This design comes from an exercise in tuning for a short achievable clock period and few clock cycles on the open sky130 flow, not from production work. The RTL was checked by simulation tests, not by an equivalence proof against the original design. Power and IR drop assume default switching activity.

==> flow/design.v <==
module cpu (
    input             clk,
    input             reset,
    output     [31:0] iaddr,
    input      [31:0] idata,
    output     [31:0] daddr,
    input      [31:0] drdata,
    output     [31:0] dwdata,
    output     [3:0]  dwe
);
    parameter LATE = 0;              
    parameter DRED = 1;              
    localparam BI = 5;               
    localparam BT = 7;               
    localparam BW = 12;              
    localparam BN = 1 << BI;
    reg         rst_q;               
    reg  [29:0] pc_f;                
    reg  [29:0] pc_b;                
    reg         d_v;
    reg  [31:0] d_ir;
    reg  [29:0] d_pc, d_pc4, d_pnpc;
    reg         d_pt, d_hit;
    reg  [1:0]  d_ctr;
    reg         e_v;
    reg  [31:0] e_a, e_b, e_g, e_aimm;    
    reg  [31:0] e_ca, e_cb;          
    reg  [9:0]  e_aluop;
    reg  [29:0] e_tgt, e_pc4, e_pc, e_pnpc;
    reg         e_pt, e_br, e_jal, e_jalr, e_load, e_store, e_rw;
    reg  [2:0]  e_f3;
    reg  [4:0]  e_rd;
    reg         e_hit;
    reg  [1:0]  e_ctr;
    reg         m_v;
    reg  [31:0] m_res;
    reg         m_rw, m_load;
    reg  [4:0]  m_rd;
    reg  [3:0]  m_b0sel, m_sgnsel;
    reg         m_h1l1, m_h1l3, m_upl;
    reg         m_upd, m_taken, m_hit;
    reg  [1:0]  m_ctr;
    reg  [29:0] m_pc, m_tgt;
    reg         m_redir;
    reg  [29:0] m_pc4;
    reg         m_jalr;
    reg  [31:0] daddr_r, dwdata_r;
    reg  [3:0]  dwe_r;
    reg         w_v, w_rw;
    reg  [4:0]  w_rd;
    reg  [31:0] w_res;
    reg  [BN-1:0] btb_v;
    reg  [BT-1:0] btb_tag [0:BN-1];
    reg  [BW-1:0] btb_tgt [0:BN-1];
    reg  [1:0]    btb_ctr [0:BN-1];
    assign iaddr  = {pc_f, 2'b00};
    assign daddr  = daddr_r;
    assign dwdata = dwdata_r;
    assign dwe    = dwe_r;
    wire        stall;
    wire [31:0] e_y;                 
    wire [31:0] m_wb;                
    wire        redirect;            
    wire [29:0] rpc;
    wire        d_redir;             
    reg  [31:0] d_timm;              
    wire [31:0] d_tgt;               
    reg         d_back;              
    always @(posedge clk) rst_q <= reset;
    wire [BI-1:0] f_idx  = pc_b[BI-1:0];
    reg  [BN-1:0] f_sel;
    reg  [BN-1:0] f_selt;
    integer       fi;
    always @(*) begin
        for (fi = 0; fi < BN; fi = fi + 1) begin
            f_sel[fi]  = btb_v[fi] && btb_tag[fi] == pc_b[BI+BT-1:BI] && f_idx == fi;
            f_selt[fi] = f_sel[fi] && btb_ctr[fi][1];
        end
    end
    wire          f_hit  = |f_sel;
    wire [1:0]    f_ctr  = btb_ctr[f_idx];
    wire          f_pt   = |f_selt;
    wire [29:0]   f_pc4  = pc_f + 30'd1;
    wire [29:0]   f_pnpc = f_pt ? {pc_f[29:BW], btb_tgt[f_idx]} : f_pc4;
    always @(posedge clk) begin
        if (reset)         pc_f <= 30'd0;
        else               pc_f <= e_taken ? nx_t : nx_n;
    end
    always @(posedge clk) pc_b <= e_taken ? nx_t : nx_n;
    wire          f_isjal = idata[6:0] == 7'b1101111;
    wire          f_isbr  = idata[6:0] == 7'b1100011;
    wire [31:0]   f_timm  = f_isjal ? {{11{idata[31]}}, idata[31], idata[19:12], idata[20], idata[30:21], 1'b0} :
                            f_isbr  ? {{19{idata[31]}}, idata[31], idata[7], idata[30:25], idata[11:8], 1'b0} :
                                      {idata[31:12], 12'd0};
    always @(posedge clk) begin
        if (reset || redirect || d_redir) d_v <= 1'b0;
        else if (!stall)                  d_v <= 1'b1;
        if (!stall) begin
            d_ir   <= idata;
            d_pc   <= pc_f;
            d_pc4  <= f_pc4;
            d_pnpc <= f_pnpc;
            d_pt   <= f_pt;
            d_hit  <= f_hit;
            d_ctr  <= f_ctr;
            d_timm <= f_timm;
            d_back <= f_isjal || (f_isbr && idata[31]);
        end
    end
    wire        is_lui, is_auipc, is_jal, is_jalr, is_br, is_load, is_store, is_opimm, is_op;
    wire        uses_rs1, uses_rs2, d_rw;
    wire [9:0]  d_aluop;
    wire [31:0] imm_i, imm_s, imm_b, imm_u, imm_j;
    decoder dec (
        .instr(d_ir),
        .is_lui(is_lui), .is_auipc(is_auipc), .is_jal(is_jal), .is_jalr(is_jalr),
        .is_br(is_br), .is_load(is_load), .is_store(is_store),
        .is_opimm(is_opimm), .is_op(is_op),
        .uses_rs1(uses_rs1), .uses_rs2(uses_rs2), .regwrite(d_rw),
        .aluop(d_aluop),
        .imm_i(imm_i), .imm_s(imm_s), .imm_b(imm_b), .imm_u(imm_u), .imm_j(imm_j)
    );
    wire [4:0] d_rs1 = d_ir[19:15];
    wire [4:0] d_rs2 = d_ir[24:20];
    wire [4:0] d_rd  = d_ir[11:7];
    wire        w_we = w_v && w_rw;
    wire [31:0] rf1, rf2;
    regfile rf (
        .clk(clk), .rs1(d_rs1), .rs2(d_rs2), .rd(w_rd), .we(w_we), .wdata(w_res),
        .rv1(rf1), .rv2(rf2)
    );
    wire [31:0] d_rv1 = (w_we && w_rd == d_rs1 && d_rs1 != 5'd0) ? w_res : rf1;
    wire [31:0] d_rv2 = (w_we && w_rd == d_rs2 && d_rs2 != 5'd0) ? w_res : rf2;
    wire d_fa_m = e_v && e_rw && e_rd != 5'd0 && e_rd == d_rs1;
    wire d_fa_w = m_v && m_rw && m_rd != 5'd0 && m_rd == d_rs1;
    wire d_fb_m = e_v && e_rw && e_rd != 5'd0 && e_rd == d_rs2;
    wire d_fb_w = m_v && m_rw && m_rd != 5'd0 && m_rd == d_rs2;
    wire [31:0] d_v1 = d_fa_m ? e_y : d_fa_w ? m_wb : d_rv1;
    wire [31:0] d_v2 = d_fb_m ? e_y : d_fb_w ? m_wb : d_rv2;
    assign stall = d_v && e_v && e_load && e_rd != 5'd0 &&
                   ((uses_rs1 && d_rs1 == e_rd) || (uses_rs2 && d_rs2 == e_rd));
    assign d_tgt   = {d_pc, 2'b00} + d_timm;
    wire [31:0] d_auipc = {d_pc[29:10] + d_timm[31:12], d_pc[9:0], 2'b00};
    assign d_redir = (DRED != 0) && d_v && !d_pt && !stall && d_back;
    wire        d_bsrc_reg = is_op | is_br | is_store;
    wire        d_zero_a = is_lui | is_auipc | is_jal | is_jalr;
    wire [31:0] d_bconst = is_opimm ? imm_i :
                           is_lui   ? imm_u :
                           is_auipc ? d_auipc : {d_pc4, 2'b00};
    always @(posedge clk) begin
        if (rst_q || redirect || stall) e_v <= 1'b0;
        else                            e_v <= d_v;
        e_a      <= d_zero_a ? 32'd0 : d_v1;
        e_g      <= d_v1;
        e_ca     <= is_br ? d_v1 : 32'd0;
        e_cb     <= is_br ? d_v2 : 32'd0;
        e_b      <= d_bsrc_reg ? d_v2 : d_bconst;
        e_aimm   <= is_store ? imm_s : imm_i;
        e_aluop  <= d_aluop;
        e_tgt    <= d_tgt[31:2];
        e_pc4    <= d_pc4;
        e_pc     <= d_pc;
        e_pnpc   <= d_redir ? d_tgt[31:2] : d_pnpc;
        e_pt     <= d_pt | d_redir;
        e_br     <= is_br;
        e_jal    <= is_jal;
        e_jalr   <= is_jalr;
        e_load   <= is_load;
        e_store  <= is_store;
        e_rw     <= d_rw;
        e_f3     <= d_ir[14:12];
        e_rd     <= d_rd;
        e_hit    <= d_hit;
        e_ctr    <= d_ctr;
    end
    wire [31:0] A = e_a;
    wire [31:0] B = e_b;
    wire [31:0] G = e_g;
    wire eq  = A == B;
    wire lt  = $signed(A) < $signed(B);
    wire ltu = A < B;
    alu32 alu (.op(e_aluop), .a(A), .b(B), .lt(lt), .ltu(ltu), .y(e_y));
    wire [31:0] e_agen = G + e_aimm;
    wire c_eq  = e_ca == e_cb;
    wire c_lt  = $signed(e_ca) < $signed(e_cb);
    wire c_ltu = e_ca < e_cb;
    wire e_cond  = e_f3[2] ? ((e_f3[1] ? c_ltu : c_lt) ^ e_f3[0]) : (c_eq ^ e_f3[0]);
    wire e_taken = e_jal || (e_br && e_cond);
    wire e_tok   = e_pt && e_pnpc == e_tgt;
    wire e_mis   = e_v && (e_jalr || (e_taken ? !e_tok : e_pt));
    wire [29:0] e_rpc = e_jalr ? e_agen[31:2] : e_taken ? e_tgt : e_pc4;
    wire [29:0] nx_nrm = d_redir ? d_tgt[31:2] : stall ? pc_f : f_pnpc;
    wire        mis_t  = e_v && !e_tok;
    wire        mis_n  = e_v && (e_jalr || e_pt);
    wire [29:0] nx_t   = mis_t ? e_tgt : nx_nrm;
    wire [29:0] nx_n   = !mis_n ? nx_nrm : e_jalr ? e_agen[31:2] : e_pc4;
    wire e_kill = (LATE != 0) && m_redir;
    assign redirect = (LATE != 0) ? m_redir : e_mis;
    wire [29:0] m_rpc = m_jalr ? daddr_r[31:2] : m_taken ? m_tgt : m_pc4;
    assign rpc      = (LATE != 0) ? m_rpc   : e_rpc;
    wire [1:0] ea = e_agen[1:0];
    wire lb = e_f3[1:0] == 2'b00;
    wire lh = e_f3[1:0] == 2'b01 && !ea[0];
    wire lw = !lb && !lh;
    wire [1:0] l0lane = lw ? 2'd0 : lh ? {ea[1], 1'b0} : ea;
    wire [1:0] sglane = lh ? {ea[1], 1'b1} : ea;
    always @(posedge clk) begin
        if (rst_q) m_v <= 1'b0;
        else       m_v <= e_v && !e_kill;
        if (rst_q) m_redir <= 1'b0;
        else       m_redir <= e_mis && !e_kill;
        m_pc4    <= e_pc4;
        m_jalr   <= e_jalr;
        m_res    <= e_y;
        m_rw     <= e_rw;
        m_rd     <= e_rd;
        m_load   <= e_load;
        m_b0sel  <= 4'b0001 << l0lane;
        m_sgnsel <= (!e_f3[2] && (lh || lb)) ? (4'b0001 << sglane) : 4'b0000;
        m_h1l1   <= lw || (lh && !ea[1]);
        m_h1l3   <= lh && ea[1];
        m_upl    <= lw;
        m_upd    <= e_br || e_jal;
        m_taken  <= e_taken;
        m_hit    <= e_hit;
        m_ctr    <= e_ctr;
        m_pc     <= e_pc;
        m_tgt    <= e_tgt;
        daddr_r  <= e_agen;
        dwdata_r <= (e_f3[1:0] == 2'b00) ? {4{B[7:0]}} :
                    (e_f3[1:0] == 2'b01) ? {2{B[15:0]}} : B;
        if (rst_q || !(e_v && e_store) || e_kill) dwe_r <= 4'b0000;
        else if (e_f3 == 3'b000)                  dwe_r <= 4'b0001 << ea;
        else if (e_f3 == 3'b001 && !ea[0])        dwe_r <= ea[1] ? 4'b1100 : 4'b0011;
        else if (e_f3 == 3'b010 && ea == 2'b00)   dwe_r <= 4'b1111;
        else                                      dwe_r <= 4'b0000;
    end
    wire [7:0] ob0 = ({8{m_b0sel[0]}} & drdata[7:0])   | ({8{m_b0sel[1]}} & drdata[15:8]) |
                     ({8{m_b0sel[2]}} & drdata[23:16]) | ({8{m_b0sel[3]}} & drdata[31:24]);
    wire       sgn = |(m_sgnsel & {drdata[31], drdata[23], drdata[15], drdata[7]});
    wire [7:0] ob1 = m_h1l1 ? drdata[15:8] : m_h1l3 ? drdata[31:24] : {8{sgn}};
    wire [15:0] ohi = m_upl ? drdata[31:16] : {16{sgn}};
    wire [31:0] m_ld = {ohi, ob1, ob0};
    assign m_wb = m_load ? m_ld : m_res;
    always @(posedge clk) begin
        if (rst_q) w_v <= 1'b0;
        else       w_v <= m_v;
        w_rw  <= m_rw;
        w_rd  <= m_rd;
        w_res <= m_wb;
    end
    wire [BI-1:0] u_idx = m_pc[BI-1:0];
    always @(posedge clk) begin
        if (rst_q) btb_v <= {BN{1'b0}};
        else if (m_v && m_upd && m_taken) btb_v[u_idx] <= 1'b1;
        if (m_v && m_upd) begin
            if (m_taken) begin
                btb_tag[u_idx] <= m_pc[BI+BT-1:BI];
                btb_tgt[u_idx] <= m_tgt[BW-1:0];
                btb_ctr[u_idx] <= !m_hit ? 2'b10 : (m_ctr == 2'b11) ? 2'b11 : m_ctr + 2'd1;
            end else if (m_hit) begin
                btb_ctr[u_idx] <= (m_ctr == 2'b00) ? 2'b00 : m_ctr - 2'd1;
            end
        end
    end
endmodule
module decoder(
    input  [31:0] instr,
    output        is_lui, is_auipc, is_jal, is_jalr, is_br, is_load, is_store,
    output        is_opimm, is_op,
    output        uses_rs1, uses_rs2,
    output        regwrite,
    output [9:0]  aluop,        
    output [31:0] imm_i, imm_s, imm_b, imm_u, imm_j
);
    wire [6:0] opc = instr[6:0];
    wire [2:0] f3  = instr[14:12];
    assign is_lui   = opc == 7'b0110111;
    assign is_auipc = opc == 7'b0010111;
    assign is_jal   = opc == 7'b1101111;
    assign is_jalr  = opc == 7'b1100111;
    assign is_br    = opc == 7'b1100011;
    assign is_load  = opc == 7'b0000011;
    assign is_store = opc == 7'b0100011;
    assign is_opimm = opc == 7'b0010011;
    assign is_op    = opc == 7'b0110011;
    assign uses_rs1 = is_jalr | is_br | is_load | is_store | is_opimm | is_op;
    assign uses_rs2 = is_br | is_store | is_op;
    assign regwrite = is_lui | is_auipc | is_jal | is_jalr | is_load | is_opimm | is_op;
    wire alu  = is_op | is_opimm;
    wire i30  = instr[30];
    assign aluop[0] = ~alu | (f3 == 3'b000 & ~(is_op & i30));
    assign aluop[1] = alu & f3 == 3'b000 & is_op & i30;
    assign aluop[2] = alu & f3 == 3'b001;
    assign aluop[3] = alu & f3 == 3'b010;
    assign aluop[4] = alu & f3 == 3'b011;
    assign aluop[5] = alu & f3 == 3'b100;
    assign aluop[6] = alu & f3 == 3'b101 & ~i30;
    assign aluop[7] = alu & f3 == 3'b101 & i30;
    assign aluop[8] = alu & f3 == 3'b110;
    assign aluop[9] = alu & f3 == 3'b111;
    assign imm_i = {{20{instr[31]}}, instr[31:20]};
    assign imm_s = {{20{instr[31]}}, instr[31:25], instr[11:7]};
    assign imm_b = {{19{instr[31]}}, instr[31], instr[7], instr[30:25], instr[11:8], 1'b0};
    assign imm_u = {instr[31:12], 12'd0};
    assign imm_j = {{11{instr[31]}}, instr[31], instr[19:12], instr[20], instr[30:21], 1'b0};
endmodule
module alu32(
    input  [9:0]  op,
    input  [31:0] a,
    input  [31:0] b,
    input         lt,       
    input         ltu,      
    output [31:0] y
);
    wire        sub = op[1];
    wire [31:0] sum = a + (sub ? ~b : b) + {31'd0, sub};
    wire [4:0]  sh  = b[4:0];
    wire [31:0] sl  = a << sh;
    wire [31:0] sr  = a >> sh;
    wire [31:0] sra = $signed(a) >>> sh;
    assign y = ({32{op[0] | op[1]}} & sum)
             | ({32{op[2]}} & sl)
             | ({32{op[3]}} & {31'd0, lt})
             | ({32{op[4]}} & {31'd0, ltu})
             | ({32{op[5]}} & (a ^ b))
             | ({32{op[6]}} & sr)
             | ({32{op[7]}} & sra)
             | ({32{op[8]}} & (a | b))
             | ({32{op[9]}} & (a & b));
endmodule
module regfile(
    input         clk,
    input  [4:0]  rs1,
    input  [4:0]  rs2,
    input  [4:0]  rd,
    input         we,
    input  [31:0] wdata,
    output [31:0] rv1,
    output [31:0] rv2
);
    reg [31:0] reg_arr [1:31];
    assign rv1 = (rs1 == 5'd0) ? 32'd0 : reg_arr[rs1];
    assign rv2 = (rs2 == 5'd0) ? 32'd0 : reg_arr[rs2];
    always @(posedge clk)
        if (we && rd != 5'd0)
            reg_arr[rd] <= wdata;
endmodule
==> flow/flow/run.sh <==
#!/bin/bash
set -uo pipefail
cd "$(dirname "$0")/.."
EXTRA=$(cat flow/extra_vars.txt)
bash standard.sh $EXTRA finish > flow_make.log 2>&1
status=$?
echo "standard.sh exit $status" >> flow_make.log
exit $status
==> flow/flow/extra_vars.txt <==
SETUP_SLACK_MARGIN=9
==> flow/standard.sh <==
#!/bin/bash
# synth_recipe.tcl (not shown) runs the flow's synth.tcl, then flattens the netlist and writes it again
# the make line also repeats each setting of config.mk as NAME=value (left out here)
make -C /OpenROAD-flow-scripts/flow DESIGN_CONFIG=/design/flow/config.mk WORK_HOME=/design/flow/orfs CLKGATE_MAP_FILE= SYNTH_SCRIPT=/design/flow/synth_recipe.tcl "${@:-finish}"
==> flow/config.mk <==
export PLATFORM = sky130hd
export DESIGN_NAME = cpu
export DESIGN_NICKNAME = cpu
export VERILOG_FILES = /design/flow/design.v
export SDC_FILE = /design/flow/constraint.sdc
export NUM_CORES = 4
export LEC_CHECK = 0
export CAP_MARGIN = 20
export CORE_MARGIN = 2
export CORE_UTILIZATION = 60
export CTS_CLUSTER_DIAMETER = 120
export CTS_CLUSTER_SIZE = 24
export SETUP_SLACK_MARGIN = 5
export SLEW_MARGIN = 20
==> flow/constraint.sdc <==
create_clock -name core_clock -period 12.0 [get_ports {clk}]
set_input_delay 2.4000 -clock core_clock [delete_from_list [all_inputs] [get_ports {clk}]]
set_output_delay 2.4000 -clock core_clock [all_outputs]
set_load 0.01 [all_outputs]
==> run notes, run 1 <==
Layout area overhead=20.84%; hold path depth=0; Final Hold Fails=0; Max VDD drop=180.2 uV; Period minus WS final=3.779 ns; max cap viols=0; reg2reg setup slack=8.26 ns; CTS Buf Count=111; Buf/Inv on CP=1; reg-to-reg critical path startpoint=e_aluop[1]; Main synth FF type=edfxtp_1; sum of negative setup slack=0 ns; status=no timing/DRC/antenna violations; Nets=8875; first-pass detailed-route iteration total=7; CTS clk-pin slew, worst paths=0.10 ns; row cnt=159; die height=437.9 um; core area=187400 sq um; Clock Skews=0.05957 ns; filler instances=11760; Post-synth EDFFs=1820; largest net degree at the start of global routing=63; CTS tree=yes; total grt overflow=0; Mapped Area=113000 sq um; initial antenna violation count=12; Iteration-0 DRC Markers=13230; kind of critical path=register to output port; CP Max Fanout=2; share of cells above drive strength 1=34.67%; met3 Usage GRT=12.93%; critical-path cell list=buf_6; crit path launch type=register; final non-filler cell total=11170; Die Area=191800 sq um; cell count after synthesis=7945; Avg WL per Cell=38.26 um; ranking of synthesized cells by area=edfxtp_1 48%, mux4_2 15%, dfxtp_1 10%, ha_1 2.5%, xnor2_1 2.2%; dpl hpwl=249500 um; Rel. slew slack=20.31%; Critical R2R Capture=e_b[25]; clock buffer depth=3; kind of cell adding the most delay to the critical path=flip-flops; Async SR Flop Fraction=0%; Die W=437.9 um; Worst Setup SP=pc_f[10]; Via density=7.273; area leader, netlist=edfxtp_1; HP Class=register to register; Avg Cell Area, Syn=14.22 sq um; Slew Limit Fails=0; Worst path slowest cell=dfxtp_4; Synth Register Bits=2396; global route hottest layer=met2; All-Layer GR Usage=43.59%; crit end category=output port; top cell type's share of synthesized area=48.37%; CP arrival=1.38 ns; first-pass GRT wire length=587300 um; met2 Use GR=63.33%; CP Depth=1; Clk Latency, worst-skew pair=0.85 ns; I/O Pins=166; clock root buffer=clkbuf_16; met1 usage=58.69%; Critical Path Max Stage Delay=0.43 ns; Setup crit end=iaddr[12]; WL final=427400 um; DRT antenna net count=0; initial core utilization=60.29%; post-synthesis sequential area ratio=58.58%; FMAX=264.6 MHz; DR vias=81250; Worst EP required=9.60 ns; hold_buf cts=0; Power Density=136.1 nW/um^2; R2R depth=13; RSZ-0062 raised after global routing=yes; CTS HTree Levels=3; number of global-route vias before repair=78370; Lkg Pwr=47.72 nW; # clock sinks=2396; Residual DRC=0; IO Port Bufs=163; synth warn=2; GP Congestion=1.039; Slew @ Worst Pin=1.194 ns; Final Setup Violations=0; Cell variety after synth=103; period utilization=31.49%; placed cells=10290
-- kinds of logic (layout without fill, tap and decap cells) --
| logic type | count (synthesis) | in the layout | share of synthesized area, % |
|---|---|---|---|
| flops | 2396 | 2396 | 58.58 |
| simple gates | 1804 | 1806 | 7.737 |
| compound gates | 1311 | 1311 | 7.616 |
| mux | 993 | 993 | 17.12 |
| buf+inv | 746 | 1472 | 2.765 |
| xor+xnor | 463 | 463 | 3.596 |
| fa+ha+maj | 231 | 231 | 2.583 |
| other cells | 1 | 5 | 0.003319 |
-- power by group --
group	switching, mW	total (mW)	internal [mW]
Clock	2.66	4.46	1.80
Sequential	0.563	9.94	9.38
Combinational	2.28	4.18	1.90
-- routing by layer --
layer,vias up,wire [um]
met1,40690,148800
met5,-,60
met2,6857,184600
met3,1616,61260
li1,32080,-
met4,10,32740
-- Yosys cell counts, types with 19 or more instances --
cell,instances
nor3_1,117
inv_1,230
and3_1,59
o221ai_1,20
mux4_2,745
a31oi_1,51
buf_2,86
xnor2_1,286
mux2_2,63
nand2_1,430
a221oi_1,70
a21o_1,99
or4_1,19
nor4_1,58
nand2b_1,45
mux2i_1,185
nand3_1,140
nor2_1,571
and2_1,72
buf_1,49
a22oi_1,50
clkbuf_1,332
ha_1,226
o31ai_1,28
edfxtp_1,1820
o211ai_1,29
a211oi_1,137
nor2b_1,53
xor2_1,176
o22ai_1,21
or2_2,20
o21ai_0,220
nand4_1,101
dfxtp_1,576
buf_4,29
o21a_1,26
nand3b_1,20
a21oi_1,388
o21bai_1,23
-- through the flow --
step | util [%] | area (sq um) | hold slack, ns | power, mW | setup WS, ns
finish | 72.85 | 136500 | 0.3372 | 18.58 | 8.221
CTS | 71.09 | 133200 | 0.3348 | 18.21 | 8.196
global placement | 62.89 | 117900 | 0.3129 | 13.04 | 6.480
global route | 72.85 | 136500 | 0.3420 | 18.98 | 8.135
floorplan | - | 113500 | 0.3096 | 11.79 | 8.292
detailed placement | 62.89 | 117900 | 0.3128 | 13.06 | 6.499
-- registers in the layout (all words and copies together) (netlist names), 32 cells and up, named ones only --
name,flops
rf.reg_arr,992
btb_tgt,384
btb_tag,224
btb_ctr,64
btb_v,32
d_ir,32
daddr_r,32
dwdata_r,32
e_a,32
e_b,32
e_ca,32
e_cb,32
e_g,32
m_res,32
w_res,32
-- final cells by class --
cell class	instances	area, sq um	share of cell area (%)
multi-input cells	4806	50080	36.68
repair buffers	1029	12500	9.156
repair inverters	1	8.758	0.006415
flip-flops and latches	2396	66600	48.78
clock inverters	10	155.1	0.1136
well taps	2495	3122	2.287
inverters	234	928.4	0.6800
clock buffers	198	3126	2.289
diodes	3	7.507	0.005499
-- cells in the final DEF, fill, tap and decap left out, drive strengths merged, types with 177 or more instances in the layout --
master / count
mux4: 745
ha: 226
xnor2: 286
dfxtp: 576
xor2: 177
inv: 233
nand2: 431
a21oi: 388
buf: 940
edfxtp: 1820
o21ai: 221
clkbuf: 203
mux2i: 185
nor2: 572
-- timing repair --
action | CTS | global route
setup buffers | 420 | 161
pin swaps | 293 | 223
gates cloned | 88 | 7
endpoints found under the setup margin | 631 | 450
gates resized for setup | 1882 | 401
-- worst min path at each step --
stage / to / from / slack, ns
after floorplan: m_ctr[0] / e_ctr[0] / 0.31
after detailed placement: m_pc[8] / e_pc[8] / 0.31
after global placement: m_hit / e_hit / 0.31
after CTS: m_pc[7] / e_pc[7] / 0.33
after global routing: m_pc[8] / e_pc[8] / 0.34
final: m_hit / e_hit / 0.34
Testbench counts, summed over its fixed seeds: cycles 124,474.
==> run 2, diff against run 1 <==
--- a/flow/config.mk
+++ b/flow/config.mk
@@ -9,3 +9,3 @@
 export CORE_MARGIN = 2
-export CORE_UTILIZATION = 60
+export CORE_UTILIZATION = 58
 export CTS_CLUSTER_DIAMETER = 120
==> run 2 against run 1 <==
Compared with the run above:
- first-iteration DRC count fell by 0.45%
- critical path depth stayed put
- sequential share of layout area up 0.49 points
- clock skew is 0.0055 ns higher
- still clean on timing, DRC and antenna
- die area is 3.4% higher
- area after synthesis unchanged
- core utilization is 2.8 points lower
- setup slack worse by 0.041 ns
- maximum frequency shrank 1.1%
- largest cell class unchanged
- clock power barely moved
==> run notes, run 2 <==
Post-synth EDFFs=1820 (unchanged); kind of cell adding the most delay to the critical path=flip-flops; Lkg Pwr=47.08 nW (-1.3%); first-pass GRT wire length=593200 um (+1.0%); Worst EP required=9.60 ns (about the same); ranking of synthesized cells by area=edfxtp_1 48%, mux4_2 15%, dfxtp_1 10%, ha_1 2.5%, xnor2_1 2.2%; cell count after synthesis=7945 (unchanged); hold_buf cts=0 (unchanged); CTS HTree Levels=3 (unchanged); Max VDD drop=157.1 uV (-13%); final non-filler cell total=11140 (-0.26%); Final Hold Fails=0 (unchanged); GP Congestion=1.019 (-2.0%); Power Density=138.6 nW/um^2 (+1.9%); die height=445.4 um (+1.7%); CP arrival=1.42 ns (+0.04 ns); total area of sequential cells=66580 sq um (about the same); Main synth FF type=edfxtp_1; core area=193000 sq um (+3.0%); kind of critical path=register to output port; footprint of the multi-input gates=49620 sq um (-0.92%); Slew Limit Fails=0 (unchanged); Avg Cell Area, Syn=14.22 sq um (unchanged); area leader, netlist=edfxtp_1; reg-to-reg critical path startpoint=e_b[2]; Clk Latency, worst-skew pair=0.86 ns (about the same); dpl hpwl=250900 um (+0.56%); Layout area overhead=19.61%; FMAX=261.8 MHz (-1.1%); period utilization=31.83% (+0.34 points); I/O Pins=166 (unchanged); CTS clk-pin slew, worst paths=0.10 ns (about the same); Residual DRC=0 (unchanged); hold path depth=0 (unchanged); Critical Path Max Stage Delay=0.43 ns (about the same); dpl ws=6.381 ns (-0.1184 ns); RSZ-0062 raised after global routing=yes; max FFs per register=992 (unchanged); Avg WL per Cell=38.75 um (+1.3%); largest net degree at the start of global routing=63 (unchanged); Slew @ Worst Pin=1.170 ns (-0.02414 ns); # clock sinks=2396 (unchanged); crit end category=output port; row cnt=161 (+1.3%); Mapped Area=113000 sq um (unchanged); clock root buffer=clkbuf_16; Async SR Flop Fraction=0% (unchanged); worst hold start=e_pc[2]; DR vias=80670 (-0.71%); Die W=445.4 um (+1.7%); All-Layer GR Usage=42.83% (-0.76 points); Clock Skews=0.06509 ns (+0.005519 ns); sum of negative setup slack=0 ns (unchanged); R2R depth=16 (+3); synth cell count leaders=1820 x edfxtp_1, 745 x mux4_2, 576 x dfxtp_1, 571 x nor2_1, 430 x nand2_1; status=no timing/DRC/antenna violations; top cell type's share of synthesized area=48.37% (unchanged); crit path launch type=register; DRT antenna net count=0 (unchanged); HP Class=register to register; Nets=8828 (-0.53%); placed cells=10320 (+0.38%); filler instances=12840 (+9.2%); WL final=431800 um (+1.0%); Cell variety after synth=103 (unchanged); post-synthesis sequential area ratio=58.58% (unchanged); most common cell after layout, fill and taps aside=edfxtp_1; Via density=7.240 (-0.45%); Worst path slowest cell=dfxtp_4; most frequent cells in the layout=1820 x edfxtp_1, 745 x mux4_2, 454 x buf_4; Worst Hold End=m_pc[2]; Iteration-0 DRC Markers=13170 (-0.45%); first-pass detailed-route iteration total=7 (unchanged); initial antenna violation count=14 (+2); Final Setup Violations=0 (unchanged); Die Area=198300 sq um (+3.4%); CTS Buf Count=111 (unchanged); CP Max Fanout=2 (unchanged); total grt overflow=0 (unchanged); Regs by FF count=rf.reg_arr x992, btb_tgt x384, btb_tag x224; initial core utilization=58.54% (-1.7 points); count leader, synth=edfxtp_1; Period minus WS final=3.820 ns (+0.04088 ns); setup ws final=8.180 ns (-0.04088 ns); IO Port Bufs=163 (unchanged); synth warn=2 (unchanged); reg2reg setup slack=8.18 ns (-0.08 ns); Buf/Inv on CP=1 (unchanged); Critical R2R Capture=e_cb[25]; Synth Register Bits=2396 (unchanged); number of global-route vias before repair=76680 (-2.2%); share of cells above drive strength 1=33.44% (-1.2 points); CTS tree=yes; Rel. slew slack=21.92% (+1.6 points); clock buffer depth=3 (unchanged); Largest Register=rf.reg_arr; critical-path cell list=buf_6; max cap viols=0 (unchanged)
[run 2: cell counts after synthesis]
Identical to the previous run, type by type.
[run 2: how the worst max path moves through the flow]
stage / slack, ns / start / end / depth (start not counted)
2_1_floorplan: 8.29 / drdata[23] / e_ca[22] / 8
3_3_place_gp: 6.34 / pc_b[0] / pc_f[18] / 11
3_5_place_dp: 6.38 / pc_b[0] / pc_b[3] / 11
4_1_cts: 8.16 / pc_f[0] / iaddr[2] / 1
5_1_grt: 8.14 / e_aluop[1] / e_cb[25] / 15
6_report: 8.18 / pc_f[0] / iaddr[2] / 1
[run 2: what timing repair did]
action                     in CTS  in global routing
gates resized for setup      1697                442
setup endpoints to repair     652                585
buffers inserted              423                118
pin swaps                     269                232
cloned                         76                  3
[run 2: report_power, final]
part / leakage, nW / total, mW / switching [mW] / internal, mW
registers: 21.8 / 9.92 / 0.543 / 9.38
clock network: 1.55 / 4.49 / 2.70 / 1.79
logic: 23.8 / 4.32 / 2.37 / 1.95
[run 2: cell type report]
type	instances	area share, %
clock buffer	186	2.287
antenna	4	0.007407
inverter	234	0.6870
timing repair buffer	980	8.550
timing repair inverter	1	0.006481
clock inverter	8	0.1370
tap	2526	2.339
multi-input combinational	4808	36.72
sequential	2396	49.27
[run 2: through the flow]
| stage | instance area (sq um) | hold WS [ns] | power (mW) | util, % |
|---|---|---|---|---|
| 2_1_floorplan | 113500 | 0.3096 | 11.79 | - |
| 3_3_place_gp | 118000 | 0.3106 | 13.08 | 61.12 |
| 3_5_place_dp | 118000 | 0.3121 | 13.10 | 61.14 |
| 4_1_cts | 132100 | 0.3048 | 18.34 | 68.47 |
| 5_1_grt | 135100 | 0.3218 | 19.10 | 70.02 |
| 6_report | 135100 | 0.3201 | 18.73 | 70.02 |
[run 2: per-layer routing]
metal,up-vias,part of all wire [%],track usage [%]
met1,40740,36,59.27
met4,6,7.3,24.11
met5,-,0.0086,0
met3,1422,14,11.36
li1,31980,-,-
met2,6516,43,61.90
[run 2: logic make-up after synthesis]
group / Yosys count / synth area share [%]
flops: 2396 / 58.58
simple gates: 1804 / 7.737
compound gates: 1311 / 7.616
mux: 993 / 17.12
buf+inv: 746 / 2.765
xor+xnor: 463 / 3.596
fa+ha+maj: 231 / 2.583
other cells: 1 / 0.003319
[run 2: worst reg2reg max path, cell delays in order, from the launching register on]
cell	delay, ns
dfxtp_4	0.37
buf_12	0.13
buf_16	0.13
xor2_1	0.14
ha_1	0.37
nand4_1	0.16
o221ai_2	0.21
o21a_2	0.22
o2111a_2	0.27
o211ai_1	0.11
buf_4	0.19
a2111oi_4	0.33
mux2_4	0.38
o21ai_4	0.26
a22oi_2	0.14
buf_12	0.22
nor2_4	0.11

## separate check: timing with driven ports
The results above use ideal ports. As a check the final layouts listed here were re-extracted and re-timed, cells and wires unchanged. Step 1: set_driving_cell puts a clkbuf_16 on clk and a buf_2 on each other input, an assumption about the parent block. Step 2 times the ports against the registers' clock, not the clock port: input delays grow and output delays shrink by t, the midpoint of the rising clock arrivals with the driver on. Three values: ideal ports, drivers, drivers and shift; two values: the first two.
run	t (ns)	setup slack, ns	worst hold slack (ns)	slew at the worst register clock pin (ns)	worst slew at a driven data input, ns
run 1	0.896	8.221 / 8.135 / 7.586	0.337 / 0.337 / 0.337	0.12 / 0.12	0.07
run 2	0.915	8.180 / 8.095 / 7.593	0.320 / 0.320 / 0.320	0.12 / 0.12	0.07
After both steps setup and hold are still met in every run listed. The setup slack of run 1, which loses most, moves by -0.086 ns with the drivers and by -0.635 ns with both steps.
